This design comes from an exercise in tuning for small area and a short achievable clock period on the open sky130 flow, not from production work. Where RTL was checked, it was by simulation tests only, not by an equivalence proof against the original. Only the layout flow was run in runs 2 and 3; the RTL was not checked for function there. Power is estimated from default activity; no workload was simulated.

File: design/flow/run.sh
#!/bin/bash
# synth_recipe.tcl (not shown) runs the flow's synth.tcl, then flattens the netlist and writes it again
# the make line also repeats each setting of config.mk as NAME=value (left out here)
make -C /OpenROAD-flow-scripts/flow DESIGN_CONFIG=/design/flow/config.mk WORK_HOME=/design/flow/orfs CLKGATE_MAP_FILE= SYNTH_SCRIPT=/design/flow/synth_recipe.tcl finish
File: design/flow/config.mk
export PLATFORM = sky130hd
export DESIGN_NAME = SPI_Wrapper
export DESIGN_NICKNAME = SPI_Wrapper
export VERILOG_FILES = /design/flow/design.v
export SDC_FILE = /design/flow/constraint.sdc
export NUM_CORES = 4
export LEC_CHECK = 0
export CAP_MARGIN = 30
export CORE_MARGIN = 2
export CORE_UTILIZATION = 30
export SETUP_SLACK_MARGIN = 0.4
export SLEW_MARGIN = 30
File: design/flow/constraint.sdc
create_clock -name core_clock -period 6.0 [get_ports {wclk}]
set_input_delay 1.2000 -clock core_clock [delete_from_list [all_inputs] [get_ports {wclk}]]
set_output_delay 1.2000 -clock core_clock [all_outputs]
set_load 0.01 [all_outputs]
File: design/flow/design.v
module SPI_SLAVE (
    input            MOSI,
    input            SS_n,
    input            clk,
    input            rst_n,
    input      [7:0] rd_data,    
    output reg       MISO,
    output reg       act,        
    output reg [9:0] word
);
    localparam IC = 2'd0, WR = 2'd1, RA = 2'd2, RD = 2'd3;
    reg [1:0] mode;
    reg [4:0] k;
    reg       flag;              
    reg [7:0] dout;              
    always @(posedge clk)
        word <= {word[8:0], MOSI};
    always @(posedge clk or negedge rst_n) begin
        if (!rst_n) begin
            mode <= IC;
            k    <= 5'd3;
            flag <= 1'b0;
            act  <= 1'b0;
            MISO <= 1'b0;
            dout <= 8'd0;
        end else begin
            act  <= 1'b0;
            MISO <= 1'b0;
            if (act && word[9:8] == 2'b11)
                dout <= rd_data;
            if (SS_n) begin
                mode <= IC;
                k    <= 5'd3;
                if (mode == IC || mode == WR)
                    flag <= 1'b0;
            end else begin
                case (mode)
                    IC: begin
                        if (k == 5'd3) begin
                            k <= 5'd4;
                        end else begin
                            k    <= 5'd5;
                            mode <= MOSI ? (flag ? RD : RA) : WR;
                        end
                    end
                    WR, RA: begin
                        if (k != 5'd15)
                            k <= k + 5'd1;
                        if (mode == WR)
                            flag <= 1'b0;
                        if (k == 5'd14) begin
                            act <= 1'b1;
                            if (mode == RA)
                                flag <= 1'b1;
                        end
                    end
                    RD: begin
                        k <= (k == 5'd24) ? 5'd3 : k + 5'd1;
                        if (k == 5'd14) begin
                            act  <= 1'b1;
                            flag <= 1'b0;
                        end
                        if (k[4:3] == 2'b10)
                            MISO <= dout[k[2:0]];
                    end
                endcase
            end
        end
    end
endmodule
module RAM (
    input             clk,
    input             rst_n,
    input             act,
    input      [9:0]  din,
    output reg [7:0]  P
);
    localparam NR = 22;
    reg [1:0] c3, c4;
    reg [4:0] R;
    reg [1:0] H, lo;
    reg       z;             
    reg       pend;          
    reg [7:0] pdata;
    always @(posedge clk) begin
        c3 <= (c3[1]) ? 2'd0 : c3 + 2'd1;
        c4 <= c4 + 2'd1;
    end
    wire [5:0] x  = din[7:2];
    wire [11:0] x43 = x * 12'd43;
    wire [4:0] q  = x43[11:7];
    wire [1:0] hq = x - q * 2'd3;
    wire addr_op  = act && !din[8];
    wire write_op = act && din[9:8] == 2'b01;
    always @(posedge clk or negedge rst_n) begin
        if (!rst_n)
            z <= 1'b1;
        else if (act)
            z <= 1'b0;
    end
    always @(posedge clk) begin
        if (addr_op) begin
            R  <= q;
            H  <= hq;
            lo <= din[1:0];
        end else if (act && z) begin
            R  <= 5'd0;
            H  <= 2'd0;
            lo <= 2'd0;
        end
    end
    wire commit = pend && c4 == lo && (R == 5'd21 || c3 == H);
    always @(posedge clk) begin
        if (write_op)
            pdata <= din[7:0];
        if (write_op)
            pend <= 1'b1;
        else if (commit)
            pend <= 1'b0;
    end
    wire [8*NR-1:0] tap;
    genvar r;
    generate
        for (r = 0; r < NR; r = r + 1) begin : g_ring
            localparam L = (r == NR - 1) ? 4 : 12;
            reg [8*L-1:0] f;
            wire we = commit && R == r;
            always @(posedge clk)
                f <= {f[8*L-9:0], we ? pdata : f[8*L-1:8*L-8]};
            assign tap[8*r +: 8] = f[8*L-1:8*L-8];
        end
    endgenerate
    wire [4:0] eR  = z ? 5'd0 : R;
    wire [1:0] eH  = z ? 2'd0 : H;
    wire [1:0] elo = z ? 2'd0 : lo;
    wire cap = c4 == elo && (eR == 5'd21 || c3 == eH);
    wire hit = pend && (!z || (R == 5'd0 && H == 2'd0 && lo == 2'd0));
    wire [7:0] rd = tap[8*eR +: 8];
    always @(posedge clk) begin
        if (cap)
            P <= hit ? pdata : rd;
    end
endmodule
module SPI_Wrapper (
    input   MOSI,
    input   wclk,
    input   wrst_n,
    input   SS_n,
    output  MISO
);
    wire       act;
    wire [9:0] word;
    wire [7:0] rd_data;
    SPI_SLAVE SPI (
        .MOSI(MOSI),
        .SS_n(SS_n),
        .clk(wclk),
        .rst_n(wrst_n),
        .rd_data(rd_data),
        .MISO(MISO),
        .act(act),
        .word(word)
    );
    RAM Ram (
        .clk(wclk),
        .rst_n(wrst_n),
        .act(act),
        .din(word),
        .P(rd_data)
    );
endmodule
==> flow_metrics.tcl, run 1 <==
set metrics [dict create \
    hpwlAfterDp_um 43100 \
    holdPathStages 0 \
    drc_errors 0 \
    peakVddDrop_mv 0.267 \
    wl_per_cell_um 14.1 \
    rr_worst_depth 17 \
    vias 19000 \
    worstPathRequired_ns 6.61 \
    drt_iter0_drc 1074 \
    r2r_setup_slack_ns 1.82 \
    max_freq_mhz 239 \
    die_x_um 404 \
    yosysTopAreaCell "dfxtp_1" \
    cts_setup_buffers 0 \
    root_buffer "clkbuf_16" \
    ctsResizeCount 0 \
    drive_gt1_share_pct 18.2 \
    synth-edff-count 25 \
    pre_cts_ws_ns 1.82 \
    seqPwrFrac_pct 53.2 \
    cp-end-kind "flip-flop" \
    tns_ns 0 \
    clkPwrFrac_pct 45.7 \
    netlist_instances 2765 \
    synth-async-reset-ratio_pct 0.902 \
    vias_per_cell 3.70 \
    fin_crit_sh_pct 69.6 \
    hold_class "flip-flop to flip-flop" \
    ant_nets 0 \
    crit_arrival_ns 4.78 \
    synth.most_common_cell "dfxtp_1" \
    ctsHtreeMaxLevel 4 \
    grt_usage_pct 8.94 \
    final_max_slew_viol_count 0 \
    overflow 0 \
    path_max_fanout 9 \
    ys_seq_elements 2107 \
    io_pins 5 \
    synthFlopType "dfxtp_1" \
    cts_buffers 184 \
    yosysSeqAreaShare_pct 88.5 \
    tritoncts "built" \
    fillerInstances 14600 \
    finalNetCount 2963 \
    powerDensity_nw_per_um2 463 \
    maxCapViolations 0 \
    cts_hold_buf 0 \
    hold_violations 0 \
    p_sw_mw 5.18 \
    power_mw 26.4 \
    switching_share_pct 19.6 \
    die_h_um 404 \
    initial_core_util_pct 30.3 \
    leakagePower_nw 22.6 \
    worst_pin_slew_ns 1.00 \
    coreArea_um2 159000 \
    worstSetupPathType "flip-flop to flip-flop" \
    grt_first_pass_wirelength_um 111000 \
    finalClockSkew_ns 0.0326 \
    die-area_um2 163000 \
    synth_nets 2810 \
    grt_pass1_vias 19000 \
    clock_path_buffers 3 \
    comb_power_share_pct 1.0 \
    stdcell_count 5142 \
    avgSynthCellArea_um2 17.4 \
    rows 146 \
    fin_crit_ns 4.18 \
    yosys_warnings 2 \
    dp_cells 4804 \
    status "no timing/DRC/antenna violations" \
    antenna_found_initial 0 \
    holdCritStartpoint "Ram.g_ring[19].f[2]" \
    clk_pin_slew_ns 0.07 \
    p_int_mw 21.2 \
    final-setup-viol-count 0 \
    first_pass_iters 5 \
    synth_commonest_cells "dfxtp_1 (2,063), mux2_2 (200), mux2i_1 (44)" \
    cts.sinks 2107 \
    start_kind "flip-flop" \
    port_buffers 4 \
    place.gp.congestion 0.803 \
    wirelength_um 72500 \
    r2r_start "SPI.word[3]" \
    grt_max_degree 51 \
    fin_ws_ns 1.82 \
    rsz0062_at_grt "no" \
    yosysTopAreaCellShare_pct 85.9 \
    slew_headroom_pct 33.1 \
    synthTopCellsByArea "dfxtp_1 (86%), mux2_2 (4.7%), edfxtp_1 (1.6%)" \
    area_growth_pct 18.7 \
    clk_latency_ns 0.77 \
    synthDistinctLibCells 65 \
    critPathLaunch "SPI.word[3]" \
    synth_area_um2 48100 \
]
==> critical path, stage by stage (launching register included) <==
cell	delay (ns)
dfxtp_1	0.52
ha_1	0.29
inv_1	0.07
fa_1	0.41
inv_1	0.08
fa_1	0.41
ha_1	0.33
and3_1	0.19
a221oi_1	0.29
xnor2_1	0.23
inv_1	0.08
ha_1	0.30
inv_1	0.05
ha_1	0.16
nor2_1	0.13
xnor2_1	0.14
xnor3_1	0.23
nor2_1	0.11
==> area by class of cell <==
type,instances,area (um2),share of cell area [%]
repair buffers,20,163,0.285
multi-input cells,579,5190,9.10
clock buffers,255,5280,9.25
flip-flops and latches,2107,42500,74.6
well taps,2072,2590,4.55
inverters,26,97.6,0.171
clock inverters,82,1190,2.08
diodes,1,2.50,0.00439
==> kinds of logic after synthesis <==
logic type / Yosys count / share of synthesized area, %
flip-flops: 2107 / 88.5
multiplexers: 246 / 5.70
AND/OR/NAND/NOR: 151 / 1.84
AO/OA/AOI/OAI: 132 / 1.91
buffers and inverters: 79 / 0.716
adder cells (fa/ha/maj): 41 / 1.13
XOR/XNOR: 9 / 0.193
==> registers in the layout, summed over array words and instances (netlist names), 2 cells and up <==
name,count
Ram.R,5
SPI.mode,2
Ram.c3,2
SPI.dout,8
Ram.pdata,8
Ram.g_ring.f,2048
SPI.word,10
Ram.lo,2
Ram.c4,2
SPI.k,5
Ram.H,2
Ram.P,8
==> layer usage <==
| metal | share of wire [%] | wire length, um | GRT usage (%) | up-vias |
|---|---|---|---|---|
| met1 | 51 | 36700 | 12.5 | 9173 |
| met2 | 43 | 30900 | 13.3 | 335 |
| met4 | 2.5 | 1830 | 3.52 | 0 |
| li1 | - | - | - | 9375 |
| met3 | 4.3 | 3090 | 2.09 | 158 |
| met5 | 0 | 0 | 0 | - |
==> worst paths after layout <==
path                                   endpoint
setup / recovery                       Ram.H[1]
hold / removal             Ram.g_ring[19].f[10]
setup reg to reg                       Ram.H[1]
hold reg to reg            Ram.g_ring[19].f[10]
max in group asynchronous                 Ram.z
min in group asynchronous              SPI.flag
==> power by group through the flow <==
stage,Clock [mW],Combinational (mW),Sequential (mW)
3_3_place_gp,0,0.271,14.4
2_1_floorplan,0,0.222,14.4
5_1_grt,13.0,0.313,14.1
4_1_cts,12.4,0.274,14.1
3_5_place_dp,0,0.274,14.4
6_report,12.1,0.274,14.1
==> through the flow <==
stage / hold slack [ns] / cell area [um2] / utilization [%]
after floorplan: 0.310 / 48100 / -
after global placement: 0.309 / 50500 / 31.8
after detailed placement: 0.312 / 50600 / 31.9
after CTS: 0.295 / 57000 / 35.9
after global routing: 0.307 / 57000 / 35.9
final: 0.304 / 57000 / 35.9
==> cells in the final DEF (no fill, tap or decap), types with 17 or more instances in the layout <==
| cell type | n |
|---|---|
| dfxtp_1 | 2063 |
| mux2_2 | 200 |
| clkbuf_16 | 187 |
| mux2i_1 | 44 |
| ha_1 | 37 |
| clkinv_2 | 35 |
| clkbuf_1 | 34 |
| clkbuf_8 | 34 |
| inv_1 | 26 |
| nand2_1 | 26 |
| nor2_1 | 26 |
| edfxtp_1 | 25 |
| o21ai_0 | 25 |
| nor2_2 | 22 |
| bufinv_16 | 20 |
| a31oi_1 | 19 |
| a22oi_1 | 18 |
| a221oi_1 | 17 |
==> run 2, diff against run 1 <==
--- a/design/flow/design.v
+++ b/design/flow/design.v
@@ -87,9 +87,23 @@
         c4 <= c4 + 2'd1;
     end
     wire [5:0] x  = din[7:2];
-    wire [11:0] x43 = x * 12'd43;
-    wire [4:0] q  = x43[11:7];
-    wire [1:0] hq = x - q * 2'd3;
+    reg  [4:0] q;
+    reg  [1:0] hq;
+    always @(*) begin
+        if (x[1:0] != 2'd3) begin
+            q  = {1'b0, x[5:2]};
+            hq = x[1:0];
+        end else if (x[3:2] != 2'd3) begin
+            q  = {3'b100, x[5:4]};
+            hq = x[3:2];
+        end else if (x[5:4] != 2'd3) begin
+            q  = 5'd20;
+            hq = x[5:4];
+        end else begin
+            q  = 5'd21;
+            hq = 2'd0;
+        end
+    end
     wire addr_op  = act && !din[8];
     wire write_op = act && din[9:8] == 2'b01;
     always @(posedge clk or negedge rst_n) begin
@@ -130,12 +144,11 @@
             assign tap[8*r +: 8] = f[8*L-1:8*L-8];
         end
     endgenerate
-    wire [4:0] eR  = z ? 5'd0 : R;
-    wire [1:0] eH  = z ? 2'd0 : H;
-    wire [1:0] elo = z ? 2'd0 : lo;
-    wire cap = c4 == elo && (eR == 5'd21 || c3 == eH);
-    wire hit = pend && (!z || (R == 5'd0 && H == 2'd0 && lo == 2'd0));
-    wire [7:0] rd = tap[8*eR +: 8];
+    wire cap_raw = c4 == lo && (R == 5'd21 || c3 == H);
+    wire cap0    = c4 == 2'd0 && c3 == 2'd0;
+    wire cap     = z ? cap0 : cap_raw;
+    wire hit     = pend && (!z || (R == 5'd0 && H == 2'd0 && lo == 2'd0));
+    wire [7:0] rd = z ? tap[7:0] : tap[8*R +: 8];
     always @(posedge clk) begin
         if (cap)
             P <= hit ? pdata : rd;
--- a/design/flow/config.mk
+++ b/design/flow/config.mk
@@ -7,6 +7,9 @@
 export LEC_CHECK = 0
 export CAP_MARGIN = 30
 export CORE_MARGIN = 2
-export CORE_UTILIZATION = 30
-export SETUP_SLACK_MARGIN = 0.4
+export CORE_UTILIZATION = 50
+export CTS_BUF_LIST = sky130_fd_sc_hd__clkbuf_16
+export CTS_CLUSTER_DIAMETER = 80
+export CTS_CLUSTER_SIZE = 30
+export SETUP_SLACK_MARGIN = 3.5
 export SLEW_MARGIN = 30
==> run 2 against run 1 <==
Net effect:
- still clean on timing, DRC and antenna
- critical path depth decreased by 11
- maximum frequency increased by 71%
- area after synthesis decreased by 0.96%
- clock power decreased by 46%
- synthesized cell count decreased by 4.6%
- worst setup slack improved by 1.7 ns
- first-iteration DRC count increased by 11%
- clock skew increased by 0.010 ns
- sequential cell count unchanged
- sequential power about the same
- power decreased by 22%
- critical path type unchanged
==> flow_metrics.tcl, run 2 <==
set metrics [dict create \
    r2r_start "Ram.R[0]" \
    die-area_um2 97700 \
    max_freq_mhz 408 \
    port_buffers 4 \
    cts_hold_buf 0 \
    worst_pin_slew_ns 0.952 \
    wl_per_cell_um 17.4 \
    grt_first_pass_wirelength_um 106000 \
    ctsHtreeMaxLevel 3 \
    clk_latency_ns 0.69 \
    path_max_fanout 14 \
    largest_reg_flops 2048 \
    rr_worst_depth 6 \
    yosys_warnings 2 \
    drc_errors 0 \
    powerDensity_nw_per_um2 400 \
    io_pins 5 \
    tns_ns 0 \
    initial_core_util_pct 50.2 \
    grt_pass1_vias 17800 \
    worstReg2RegEnd "Ram.P[5]" \
    hold_violations 0 \
    avgSynthCellArea_um2 18.0 \
    area_growth_pct 8.68 \
    worstPathRequired_ns 6.45 \
    yosysSeqAreaShare_pct 89.4 \
    synth-async-reset-ratio_pct 0.902 \
    worstSetupPathType "flip-flop to flip-flop" \
    cts_buffers 82 \
    whs_endpoint "Ram.g_ring[14].f[65]" \
    seq_area_um2 42500 \
    place.gp.congestion 0.878 \
    clock_path_buffers 3 \
    holdPathStages 0 \
    tritoncts "built" \
    fillerInstances 7380 \
    fin_crit_sh_pct 40.8 \
    finalNetCount 2720 \
    post-route-util_pct 54.6 \
    maxCapViolations 0 \
    netlist_instances 2639 \
    fin_crit_ns 2.45 \
    ant_nets 0 \
    wirelength_um 69400 \
    layout_common_cells "dfxtp_1 (2,063), mux2_2 (162), clkbuf_16 (84), mux2_1 (46), nand2_1 (35)" \
    die_h_um 313 \
    synth_commonest_cells "dfxtp_1 (2,063), mux2_2 (162), mux2_1 (46)" \
    rsz0062_at_grt "no" \
    coreArea_um2 94700 \
    regMostFlops "Ram.g_ring.f" \
    antenna_found_initial 0 \
    r2r_setup_slack_ns 3.55 \
    cts.sinks 2107 \
    grt_max_degree 35 \
    clk_pin_slew_ns 0.12 \
    final_common_cell "dfxtp_1" \
    synthDistinctLibCells 68 \
    finalClockSkew_ns 0.0430 \
    stdcell_count 3988 \
    drt_iter0_drc 1192 \
    multiInputGateArea_um2 4890 \
    crit_arrival_ns 2.90 \
    synth-edff-count 25 \
    leakagePower_nw 20.5 \
    drive_gt1_share_pct 13.5 \
    dp_cells 3871 \
    top_regs "Ram.g_ring.f x2048, SPI.word x10" \
    root_buffer "clkbuf_16" \
    peakVddDrop_mv 0.197 \
    start_kind "flip-flop" \
    holdCritStartpoint "Ram.g_ring[14].f[57]" \
    grt_usage_pct 14.4 \
    rows 113 \
    cp-end-kind "flip-flop" \
    synthTopCellsByArea "dfxtp_1 (87%), mux2_2 (3.8%), mux4_2 (1.6%)" \
    synthFlopType "dfxtp_1" \
    synth_nets 2653 \
    die_x_um 313 \
    overflow 0 \
    yosysTopAreaCellShare_pct 86.8 \
    final_max_slew_viol_count 0 \
    vias 17600 \
    hold_class "flip-flop to flip-flop" \
    slew_headroom_pct 36.2 \
    first_pass_iters 6 \
    synth_area_um2 47600 \
    status "no timing/DRC/antenna violations" \
    final-setup-viol-count 0 \
    ys_seq_elements 2107 \
    hpwlAfterDp_um 43500 \
    vias_per_cell 4.42 \
    synth.most_common_cell "dfxtp_1" \
    yosysTopAreaCell "dfxtp_1" \
]
run 2: changes by cell type in the layout (fill, tap and decap cells not counted), moves of 19 or more:
cell and delta:
mux2i_1 -39, ha_1 -27, nor2_2 -21, mux4_2 +32
bufinv_16 -20, o21ai_0 -19, clkbuf_16 -103, clkbuf_1 -34
clkbuf_8 -34, mux2_1 +46, clkinv_2 -35, mux2_2 -38
run 2: critical path, stage by stage (launching register included):
cell and delay (ns):
edfxtp_1 0.47, buf_4 0.17, buf_6 0.18, mux2_2 0.40
a221oi_2 0.49, o211ai_1 0.19, a221o_1 0.33
run 2: kinds of logic after synthesis:
group / count (synthesis) / synth area share [%]
XOR/XNOR: 4 / 0.137
multiplexers: 250 / 6.70
flip-flops: 2107 / 89.4
buffers and inverters: 67 / 0.636
AND/OR/NAND/NOR: 133 / 1.79
AO/OA/AOI/OAI: 68 / 1.10
adder cells (fa/ha/maj): 10 / 0.263
run 2: routing by layer:
layer	share of wire [%]	global-route usage [%]	up-vias	routed length, um
met5	0	0	-	0
met4	2.9	5.12	0	2050
met3	4.4	2.93	140	3040
met2	43	22.0	288	29800
met1	50	20.6	8571	34500
li1	-	-	8639	-
run 2: how the worst max path moves through the flow:
stage | from | endpoint | slack [ns] | depth (start not counted)
floorplan | Ram.R[3] | Ram.P[0] | 3.74 | 5
global placement | Ram.R[0] | Ram.P[6] | 2.26 | 4
detailed placement | Ram.R[0] | Ram.P[6] | 2.62 | 4
CTS | Ram.R[2] | Ram.P[6] | 3.49 | 5
global route | Ram.R[2] | Ram.P[5] | 3.49 | 5
finish | Ram.R[0] | Ram.P[5] | 3.55 | 6
run 2: layout make-up:
type / count / area share, %
Inverter: 16 / 0.116
Antenna cell: 2 / 0.00968
Clock inverter: 15 / 0.356
Sequential cell: 2107 / 82.2
Multi-Input combinational cell: 465 / 9.45
Clock buffer: 84 / 4.06
Tap cell: 1265 / 3.06
Timing Repair Buffer: 34 / 0.709
run 2: timing repair:
item	in CTS	in global routing
setup endpoints to repair	193	111
setup buffers	11	5
resized for setup	22	10
pin swaps	6	0
run 2: stage by stage:
stage / total power, mW / area, um2 / worst slack, ns / hold slack [ns]
2_1_floorplan: 14.5 / 47600 / 3.74 / 0.310
3_3_place_gp: 14.5 / 49100 / 2.26 / 0.309
3_5_place_dp: 14.5 / 49100 / 2.62 / 0.312
4_1_cts: 20.9 / 51600 / 3.49 / 0.305
5_1_grt: 21.4 / 51700 / 3.49 / 0.308
6_report: 20.7 / 51700 / 3.55 / 0.310
run 2: power breakdown:
group,switching (mW),internal [mW],leakage (nW)
Clock,3.90,2.60,1.13
Combinational,0.0842,0.0618,2.32
Sequential,0.0325,14.0,17.1
Total,4.02,16.7,20.5
==> run 3, diff against run 2 <==
--- a/design/flow/config.mk
+++ b/design/flow/config.mk
@@ -11,5 +11,5 @@
 export CTS_BUF_LIST = sky130_fd_sc_hd__clkbuf_16
 export CTS_CLUSTER_DIAMETER = 80
 export CTS_CLUSTER_SIZE = 30
-export SETUP_SLACK_MARGIN = 3.5
+export SETUP_SLACK_MARGIN = 4.0
 export SLEW_MARGIN = 30
==> run 3 against run 2 <==
Net effect:
- global-route usage is 0.22 points higher
- largest power group unchanged
- synthesized cell count stayed put
- maximum frequency is 0.87% higher
- sequential cell count stayed put
- area after synthesis stayed put
- non-clock buffer count is 59 higher
==> flow_metrics.tcl, run 3 <==
set metrics [dict create \
    status "no timing/DRC/antenna violations" \
    seq_area_um2 42500 \
    initial_core_util_pct 50.2 \
    yosysSeqAreaShare_pct 89.4 \
    synthDistinctLibCells 68 \
    rr_worst_depth 6 \
    synthAdderAreaFrac_pct 0.263 \
    final_common_cell "dfxtp_1" \
    cts.sinks 2107 \
    gr-usage-met1_pct 22.4 \
    tns_ns 0 \
    clk_latency_ns 0.68 \
    synth_nets 2653 \
    postLayoutCellArea_um2 53400 \
    ctsHtreeMaxLevel 3 \
    crit_arrival_ns 1.23 \
    rsz0062_at_grt "yes" \
    max_freq_mhz 412 \
    synthMuxAreaShare_pct 6.70 \
    top_usage_layer "met1" \
    drive_gt1_share_pct 18.0 \
    grt_pass1_vias 17700 \
    ys_seq_elements 2107 \
    multiInputGateArea_um2 5700 \
    yosysTopAreaCellShare_pct 86.8 \
    synth-async-reset-ratio_pct 0.902 \
    port_buffers 4 \
    cp.depth 1 \
    synth-edff-count 25 \
    wirelength_um 72100 \
    worstSetupPathType "flip-flop to output port" \
    rows 113 \
    root_buffer "clkbuf_16" \
    grt_first_pass_wirelength_um 108000 \
    drc_errors 0 \
    switching_share_pct 19.1 \
    synth_commonest_cells "dfxtp_1 (2,063), mux2_2 (162), mux2_1 (46)" \
    wl_per_cell_um 17.8 \
    synth-simple-area-share_pct 1.79 \
    power_mw 20.7 \
    cp_num_buf_inv 1 \
    cp-end-kind "output port" \
    die-area_um2 97700 \
    start_kind "flip-flop" \
    die_h_um 313 \
    synth.most_common_cell "dfxtp_1" \
    seqPwrFrac_pct 68.0 \
    maxCapViolations 0 \
    place.gp.congestion 0.823 \
    slew_headroom_pct 42.5 \
    powerDensity_nw_per_um2 387 \
    critPathTopFamily "flip-flops" \
    synth_xor_xnor_area_share_pct 0.137 \
    regMostFlops "Ram.g_ring.f" \
    whs_ns 0.312 \
    finalClockSkew_ns 0.0318 \
    area_growth_pct 12.1 \
    top_regs "Ram.g_ring.f x2048, SPI.word x10" \
    ant_nets 0 \
    yosys_warnings 2 \
    path_max_fanout 1 \
    io_pins 5 \
    peakVddDrop_mv 0.246 \
    slowest_stage "dfrtp_1" \
    hpwlAfterDp_um 42800 \
    vias_per_cell 4.47 \
    worstPathRequired_ns 4.80 \
    fin_crit_sh_pct 40.5 \
    first_pass_iters 6 \
    fillerInstances 7118 \
    avgSynthCellArea_um2 18.0 \
    drt_iter0_drc 1281 \
    die_x_um 313 \
    final_max_slew_viol_count 0 \
    grt_use_met3_pct 2.04 \
    grt_use_met2_pct 21.4 \
    clk_pin_slew_ns 0.11 \
    cts_hold_buf 0 \
    antenna_found_initial 0 \
    finalNetCount 2778 \
    fin_crit_ns 2.43 \
    final-setup-viol-count 0 \
    place_area_um2 49100 \
    p_sw_mw 3.95 \
    clkPwrFrac_pct 31.2 \
    max_stage_delay_ns 0.42 \
    tritoncts "built" \
    p_int_mw 16.7 \
    vias 18100 \
    yosysTopAreaCell "dfxtp_1" \
    hold_class "flip-flop to flip-flop" \
    coreArea_um2 94700 \
    netlist_instances 2639 \
    comb_power_share_pct 0.8 \
    layout_common_cells "dfxtp_1 (2,063), mux2_4 (128), clkbuf_16 (88), mux2_2 (79), buf_4 (35)" \
    hold_violations 0 \
    worst_pin_slew_ns 0.860 \
    synthTopCellsByArea "dfxtp_1 (87%), mux2_2 (3.8%), mux4_2 (1.6%)" \
    holdPathStages 0 \
    largest_reg_flops 2048 \
    grt_max_degree 32 \
    synth_compound_area_share_pct 1.10 \
    synth_top_family_by_area "multiplexers" \
    cts_buffers 81 \
    grt_usage_pct 14.6 \
    worstPathCellList "buf_2" \
    synthFlopType "dfxtp_1" \
    leakagePower_nw 21.2 \
    synth_area_um2 47600 \
    clock_path_buffers 3 \
    overflow 0 \
]
run 3: repair_timing:
item | 4_1_cts | 5_1_grt
setup buffers | 43 | 22
cloned | 7 | 2
endpoints found under the setup margin | 198 | 169
pin swaps | 35 | 30
resized for setup | 172 | 92
run 3: per-layer routing:
metal | wire, um | vias up
met5 | 0 | -
met4 | 2010 | 0
met3 | 2820 | 146
met2 | 30300 | 343
met1 | 36900 | 8846
li1 | - | 8743
run 3: worst paths after layout:
check / endpoint / startpoint / slack, ns
hold reg to reg: Ram.g_ring[19].f[67] / Ram.g_ring[19].f[59] / 0.31
max in group asynchronous: SPI.k[0] / wrst_n / 5.16
setup reg to reg: Ram.P[6] / Ram.R[0] / 3.64
setup / recovery: MISO / SPI.MISO / 3.57
min in group asynchronous: SPI.dout[2] / wrst_n / 0.47
hold / removal: Ram.g_ring[19].f[67] / Ram.g_ring[19].f[59] / 0.31
run 3: cell families (layout without fill, tap and decap cells):
kind of cell             Yosys count  after routing
buffers and inverters             67            208
other                              0              2
multiplexers                     250            250
flip-flops                      2107           2107
AND/OR/NAND/NOR                  133            133
adder cells (fa/ha/maj)           10             10
AO/OA/AOI/OAI                     68             68
XOR/XNOR                           4              4
run 3: power groups by stage:
stage	registers [mW]	logic, mW	clock network [mW]
after floorplan	14.4	0.110	0
after global placement	14.4	0.120	0
after detailed placement	14.4	0.139	0
after CTS	14.0	0.157	6.65
after global routing	14.1	0.186	7.12
final	14.0	0.170	6.44
run 3: per-stage QoR:
step                setup WS [ns]  instances  utilization [%]
finish                       3.57       4047             56.3
global route                 3.53       4045             56.3
CTS                          3.51       4020             55.7
detailed placement           3.13       3871             51.8
global placement             3.18       3871             51.8
floorplan                    4.02       2639                -
run 3: final cells by class:
type / count / area share [%]
Tap cell: 1265 / 2.97
Multi-Input combinational cell: 465 / 10.7
Sequential cell: 2107 / 79.7
Inverter: 16 / 0.113
Clock buffer: 86 / 4.03
Clock inverter: 13 / 0.183
Timing Repair Buffer: 93 / 2.34
Antenna cell: 2 / 0.00938

## afterwards: timing with drivers on the ports
The results above use ideal ports. As a check the final layouts listed here were re-extracted and re-timed, cells and wires unchanged. Step 1, drivers: a clkbuf_16 drives wclk and a buf_2 each remaining input, both assumed. Step 2 moves the port delays by t, midway between the first and last clock arrival at a register: inputs arrive t later, outputs are due t later. That takes back most of the time a late clock gives input paths. Three values: ideal, step 1, step 2; two values: the first two.
run	t (ns)	setup slack, ns	worst setup path after step 2	slew at the worst register clock pin (ns)
run 1	0.817	1.823 / 1.823 / 1.823	register to register	0.07 / 0.07
run 2	0.727	3.552 / 3.552 / 3.374	input to register	0.12 / 0.12
run 3	0.728	3.573 / 3.505 / 3.335	input to register	0.11 / 0.11
After both steps every run listed still meets setup and hold. The setup slack of run 3, which loses most, moves by -0.068 ns with the drivers and by -0.238 ns with both steps.
